This design comes from an exercise in tuning for small area on the open sky130 flow, not from production work.
The RTL was checked by simulation tests, not by an equivalence proof against the original design.
Power and IR drop assume default switching activity.

==> v24 <==
Design Segway, start of the top module:
module Segway(clk,RST_n,LED,INERT_SS_n,INERT_MOSI,
              INERT_SCLK,INERT_MISO,A2D_SS_n,A2D_MOSI,A2D_SCLK,
              A2D_MISO,PWM_rev_rght,PWM_frwrd_rght,PWM_rev_lft,
              PWM_frwrd_lft,piezo_n,piezo,INT,RX);
    input clk,RST_n;
    input INERT_MISO;
    input A2D_MISO;
    input INT;
    input RX;
    output [7:0] LED;
    output A2D_SS_n, INERT_SS_n;
    output A2D_MOSI, INERT_MOSI;
    output A2D_SCLK, INERT_SCLK;
    output PWM_rev_rght, PWM_frwrd_rght;
    output PWM_rev_lft, PWM_frwrd_lft;
    output piezo_n,piezo;
    wire rst_n;
    wire pwr_up;
    wire [11:0] lft_e, rght_e;            
    wire batt_low;
    wire [15:0] ptch;
    wire vld, vld_d;                       
    wire tmr_full;
    wire en_steer, rider_off;
    wire [8:0] ld_cell_diff;
    wire [10:0] lft_spd, rght_spd;
    wire lft_rev, rght_rev;
    wire too_fast;
    assign LED = 8'h00;
    Auth_blk iAUTH(.clk(clk), .rst_n(rst_n), .RX(RX), .rider_off(rider_off), .pwr_up(pwr_up));
    inert_intf iININT(.clk(clk), .rst_n(rst_n), .tmr_full(tmr_full), .INT(INT),
                      .vld(vld), .vld_d(vld_d), .ptch(ptch),
                      .SS_n(INERT_SS_n), .SCLK(INERT_SCLK), .MOSI(INERT_MOSI), .MISO(INERT_MISO));
    balance_cntrl iBAL(.clk(clk), .rst_n(rst_n), .vld(vld_d), .ptch(ptch), .rider_off(rider_off),
                       .en_steer(en_steer), .pwr_up(pwr_up), .ld_cell_diff(ld_cell_diff),
                       .too_fast(too_fast), .lft_spd(lft_spd), .lft_rev(lft_rev),
                       .rght_spd(rght_spd), .rght_rev(rght_rev));
    steer_en iSTEER(.clk(clk), .rst_n(rst_n), .lft_e(lft_e), .rght_e(rght_e),
                    .en_steer(en_steer), .rider_off(rider_off), .ld_cell_diff(ld_cell_diff));
    mtr_drv iMTR(.clk(clk), .rst_n(rst_n), .lft_spd(lft_spd), .lft_rev(lft_rev),
                 .rght_spd(rght_spd), .rght_rev(rght_rev),
                 .PWM_rev_lft(PWM_rev_lft), .PWM_frwrd_lft(PWM_frwrd_lft),
                 .PWM_rev_rght(PWM_rev_rght), .PWM_frwrd_rght(PWM_frwrd_rght));
    A2D_intf iA2DINT(.clk(clk), .rst_n(rst_n), .nxt(vld),
  ...
Settings: LEC_CHECK=0, CAP_MARGIN=20, CORE_MARGIN=2, CORE_UTILIZATION=75, CTS_BUF_LIST=sky130_fd_sc_hd__clkbuf_8, CTS_CLUSTER_DIAMETER=60, CTS_CLUSTER_SIZE=16, SLEW_MARGIN=20; clock period 12.0 ns.
run.sh (not shown) runs the stock make flow with config.mk's settings and CLKGATE_MAP_FILE= SYNTH_SCRIPT=/design/flow/synth_recipe.tcl, a recipe that flattens the netlist after the stock synthesis.
==> v4 (differences from v24) <==
--- a/flow/design.v
+++ b/flow/design.v
@@ -211,98 +211,70 @@
             PWR2:
                 if (rider_off) next_state = OFF;
                 else if (g) pwr_up = 1'b1;
                 else begin next_state = PWR2; pwr_up = 1'b1; end
             default: ;
         endcase
     end
 endmodule
-module inertial_integrator(clk, rst_n, upd, ld_lo, ld_hi, ld_fus, rd, AZ, ptch);
+module inertial_integrator(clk, rst_n, upd, ld_fus, ptch_rt, AZ, ptch);
     input clk, rst_n;
-    input upd, ld_lo, ld_hi, ld_fus;
-    input [7:0] rd;
-    input [15:0] AZ;
+    input upd, ld_fus;
+    input [15:0] ptch_rt, AZ;
     output [15:0] ptch;
     reg [26:0] ptch_int;
-    reg fus, b0, cr;
-    reg [5:0] hi6;
+    reg fus;
     wire lt;
-    integ_fus u_f(.ptch(ptch_int[26:11]), .AZ(AZ), .lt(lt));
-    wire [7:0] lo8;
-    wire c8, b0_n;
-    integ_lo u_l(.p(ptch_int[7:0]), .rl(rd), .s(lo8), .c8(c8), .b0(b0_n));
-    wire [1:0] mid2;
-    wire c10;
-    wire [5:0] hi6_n;
-    integ_mid u_m(.p(ptch_int[9:8]), .rh(rd), .b0(b0), .c8(cr), .s(mid2), .c10(c10), .hi6(hi6_n));
-    wire [16:0] top;
-    integ_top u_t(.p(ptch_int[26:10]), .hi6(hi6), .c10(cr), .fus(fus), .s(top));
-    always_ff @(posedge clk) begin
-        if (ld_fus) fus <= lt;
-        if (ld_lo) b0 <= b0_n;
-        if (ld_lo) cr <= c8;
-        else if (ld_hi) cr <= c10;
-        if (ld_hi) hi6 <= hi6_n;
-    end
+    wire [26:0] nxt;
+    integ_comb u_c(.ptch_int(ptch_int), .ptch_rt(ptch_rt), .AZ(AZ), .fus(fus), .lt(lt), .nxt(nxt));
+    always_ff @(posedge clk)
+        if (ld_fus)
+            fus <= lt;
     always_ff @(posedge clk, negedge rst_n)
         if (!rst_n)
             ptch_int <= 27'd0;
-        else begin
-            if (ld_lo) ptch_int[7:0] <= lo8;
-            if (ld_hi) ptch_int[9:8] <= mid2;
-            if (upd) ptch_int[26:10] <= top;
-        end
+        else if (upd)
+            ptch_int <= nxt;
     assign ptch = ptch_int[26:11];
 endmodule
-module integ_lo(input [7:0] p, input [7:0] rl, output [7:0] s, output c8, output b0);
-    wire [7:0] r;
-    wire co;
-    rca #(8) u_r(.a(rl), .b(8'h3e), .ci(1'b0), .s(r), .co(co));
-    assign b0 = ~co;
-    rca #(8) u_s(.a(p), .b(~r), .ci(1'b1), .s(s), .co(c8));
-endmodule
-module integ_mid(input [1:0] p, input [7:0] rh, input b0, input c8,
-                 output [1:0] s, output c10, output [5:0] hi6);
-    wire [7:0] r;
-    rca #(8) u_r(.a(rh), .b(8'hfc), .ci(~b0), .s(r), .co());
-    rca #(2) u_s(.a(p), .b(~r[1:0]), .ci(c8), .s(s), .co(c10));
-    assign hi6 = ~r[7:2];
-endmodule
-module integ_top(input [16:0] p, input [5:0] hi6, input c10, input fus, output [16:0] s);
-    wire [6:0] t7;
-    rca #(7) u_t(.a({hi6[5], hi6}), .b({7{~fus}}), .ci(fus), .s(t7), .co());
-    rca #(17) u_s(.a(p), .b({{10{t7[6]}}, t7}), .ci(c10), .s(s), .co());
-endmodule
-module integ_fus(input [15:0] ptch, input [15:0] AZ, output lt);
+module integ_comb(input [26:0] ptch_int, input [15:0] ptch_rt, input [15:0] AZ, input fus,
+                  output lt, output [26:0] nxt);
+    wire [15:0] ptch = ptch_int[26:11];
     wire [8:0] azc_hi;
     wire [15:0] X;
     rca #(9) u_az3(.a(AZ[15:7]), .b(9'd3), .ci(1'b0), .s(azc_hi), .co());
     assign X = {azc_hi, AZ[6:0]};
     wire [18:0] Xe = {{3{X[15]}}, X};
     wire [18:0] X5, X7;
     rca #(19) u_x5b(.a({Xe[16:0], 2'b00}), .b(Xe), .ci(1'b0), .s(X5), .co());
     rca #(19) u_x7(.a({Xe[15:0], 3'b000}), .b(~Xe), .ci(1'b1), .s(X7), .co());
     wire [25:0] prod;
     rca #(26) u_pr(.a({X5[18], X5, 6'b0}), .b({{7{X7[18]}}, X7}), .ci(1'b0), .s(prod), .co());
     wire [15:0] acc = {{3{prod[25]}}, prod[25:13]};
     ltc #(16) u_cmp(.a({~ptch[15], ptch[14:0]}), .b({~acc[15], acc[14:0]}), .ci(1'b0), .lt(lt));
+    wire [15:0] R;
+    rca #(16) u_r(.a(ptch_rt), .b(16'hFC3E), .ci(1'b0), .s(R), .co());
+    wire [26:0] B = ~{{11{R[15]}}, R};
+    wire [16:0] T_hi;
+    rca #(17) u_t(.a(B[26:10]), .b({17{~fus}}), .ci(fus), .s(T_hi), .co());
+    rca #(27) u_n(.a(ptch_int), .b({T_hi, B[9:0]}), .ci(1'b1), .s(nxt), .co());
 endmodule
 module inert_intf(clk, rst_n, tmr_full, vld, vld_d, ptch, SS_n, SCLK, MOSI, MISO, INT);
     input clk, rst_n;
     input tmr_full;           
     output vld;               
     output reg vld_d;         
     output [15:0] ptch;       
     output SS_n, SCLK, MOSI;
     input MISO;
     input INT;
     localparam [3:0] INIT1 = 4'd0, INIT2 = 4'd1, INIT3 = 4'd2, INIT4 = 4'd3,
-                     CHECK = 4'd4, READ1 = 4'd5, READ2 = 4'd8, READ3 = 4'd9,
-                     READ4 = 4'd10, VALID = 4'd11;
+                     CHECK = 4'd4, READ1 = 4'd5, READ2 = 4'd6, READ3 = 4'd7,
+                     READ4 = 4'd8, VALID = 4'd9;
     reg [3:0] state, nxt_state;
     wire done, busy, rx0;
     wire [7:0] rd;
     wire [3:0] idx;
     reg wrt;
     SPI_mstr16 #(.RW(8)) mstr(.clk(clk), .rst_n(rst_n), .wrt(wrt), .MISO(MISO),
                     .SCLK(SCLK), .SS_n(SS_n), .done(done), .busy(busy), .fin(),
                     .rx0(rx0), .rd(rd), .mosi_idx(idx));
@@ -351,26 +323,29 @@
             READ2: if (done) begin wrt = 1'b1; nxt_state = READ3; end
             READ3: if (done) begin wrt = 1'b1; nxt_state = READ4; end
             READ4: if (done) begin wrt = 1'b1; nxt_state = VALID; end
             VALID: if (done) nxt_state = CHECK;
             default: nxt_state = INIT1;
         endcase
     end
     assign vld = (state == VALID) && done;
-    reg [7:0] AZ_h;
+    reg [7:0] ptch_h, ptch_l, AZ_h;
+    always_ff @(posedge clk) begin
+        if (state == READ2 && done) ptch_l <= rd;
+        if (state == READ3 && done) ptch_h <= rd;
+    end
     always_ff @(posedge clk, negedge rst_n)
         if (!rst_n)
             AZ_h <= 8'h00;
         else if (vld_d)
             AZ_h <= rd;
     inertial_integrator integ(.clk(clk), .rst_n(rst_n), .upd(vld_d),
-                              .ld_lo(state == READ2 && done), .ld_hi(state == READ3 && done),
                               .ld_fus(state == READ4 && done),
-                              .rd(rd), .AZ({AZ_h, rd}), .ptch(ptch));
+                              .ptch_rt({ptch_h, ptch_l}), .AZ({AZ_h, rd}), .ptch(ptch));
 endmodule
 module balance_cntrl(clk, rst_n, vld, ptch, ld_cell_diff, lft_spd, lft_rev,
                      rght_spd, rght_rev, rider_off, en_steer, pwr_up, too_fast);
     input clk, rst_n;
     input vld;                         
     input [15:0] ptch;                 
     input [8:0] ld_cell_diff;          
     input rider_off;
@@ -432,33 +407,35 @@
     wire [6:0] ds = dd[9] ? (&dd[8:6] ? dd[6:0] : 7'h40)
                           : (|dd[8:6] ? 7'h3f : {1'b0, dd[5:0]});
     wire [12:0] ee = {{3{e[9]}}, e};
     wire [12:0] e7;
     rca #(13) u_e7(.a({ee[9:0], 3'b000}), .b(~ee), .ci(1'b1), .s(e7), .co());
     wire [9:0] dse = {{3{ds[6]}}, ds};
     wire [9:0] d5;
     rca #(10) u_d5(.a({dse[7:0], 2'b00}), .b(dse), .ci(1'b0), .s(d5), .co());
-    wire [13:0] pd;
-    rca #(14) u_pd(.a({e7[12], e7}), .b({{3{d5[9]}}, d5, 1'b0}), .ci(1'b0), .s(pd), .co());
-    rca #(16) u_pid(.a({pd[13], pd, 1'b0}), .b(ptch_I_term[17:2]), .ci(1'b0), .s(pid), .co());
+    wire [14:0] pd;
+    rca #(15) u_pd(.a({{2{e7[12]}}, e7}), .b({{4{d5[9]}}, d5, 1'b0}), .ci(1'b0), .s(pd), .co());
+    rca #(16) u_pid(.a({pd, 1'b0}), .b(ptch_I_term[17:2]), .ci(1'b0), .s(pid), .co());
 endmodule
 module trq_comb(input [15:0] pid, input steer, input [8:0] diff,
                 output [15:0] lft, output [15:0] rght);
     wire [15:0] s = steer ? {{7{diff[8]}}, diff} : 16'h0000;
     rca #(16) u_l(.a(pid), .b(~s), .ci(1'b1), .s(lft), .co());
     rca #(16) u_r(.a(pid), .b(s), .ci(1'b0), .s(rght), .co());
 endmodule
 module shape(input [15:0] t, output [10:0] spd, output rev);
     wire neg = t[15];
     wire [15:0] x = t ^ {16{neg}};            
     wire lowt = ~|x[15:7] & ((x[6:0] < 7'd69) | ((x[6:0] == 7'd69) & ~neg));
     wire hit  = |x[15:11] | (x[10:0] > 11'd1067) | ((x[10:0] == 11'd1067) & neg);
-    wire [10:0] A = lowt ? {x[6:0], {4{neg}}} : x[10:0];
-    wire [10:0] B = lowt ? ~{4'b0000, x[6:0]} : 11'd980;
+    wire [6:0] a7;
+    inc #(7) u_a(.a(x[6:0]), .ci(neg), .s(a7), .co());
+    wire [10:0] A = lowt ? {a7, 4'b0000} : x[10:0];
+    wire [10:0] B = lowt ? ~{4'b0000, a7} : 11'd980;
     wire [10:0] m;
     rca #(11) u_m(.a(A), .b(B), .ci(lowt | neg), .s(m), .co());
     assign spd = hit ? 11'h7ff : m;
     assign rev = neg ? (t >= 16'd33748) : (t >= 16'd31788);
 endmodule
 module steer_en(clk, rst_n, lft_e, rght_e, en_steer, rider_off, ld_cell_diff);
     input clk, rst_n;
     input [11:0] lft_e, rght_e;
CORE_UTILIZATION = 70   (was 75)
GPL_ROUTABILITY_DRIVEN = 0   (was not set)
GPL_TIMING_DRIVEN = 0   (was not set)
==> notes <==
Between v24 and v4, the lower area after synthesis is in v24 (gap about 2.4%, measured against v4).
In sequential power, v24 and v4 hardly differ.
Against v4, the global-route usage of v24 is higher by 1.5 points.
First-iteration DRC count: v4 is lower than v24 (26%).
Fmax: v24 is smaller than v4 (2.0%).
==> figures <==
Outcome: v24 finished clean; v4 finished clean
Multiplexer share of the synthesized area: v24 4.26%; v4 4.73%
Global Route met2 Usage: v24 48.6%; v4 48.4%
Clock network power: v24 0.641 mW; v4 0.709 mW
Clock transition at the register clock pins on the worst setup and hold paths after CTS: v24 0.10 ns; v4 0.09 ns
Share of the synthesized area in compound gates (AO/OA/AOI/OAI): v24 9.48%; v4 9.38%
Worst max-slew margin expressed relative to the limit: v24 30.5%; v4 29.3%
Flip-flop and latch power: v24 1.02 mW; v4 1.05 mW
Clock latency on the worst-skew pair: v24 0.59 ns; v4 0.62 ns
Sinks on the clock net: v24 289; v4 297
Proportion of layout cells with a drive suffix above 1: v24 7.70%; v4 9.19%
Synth-to-Final Area Change: v24 6.46%; v4 9.06%
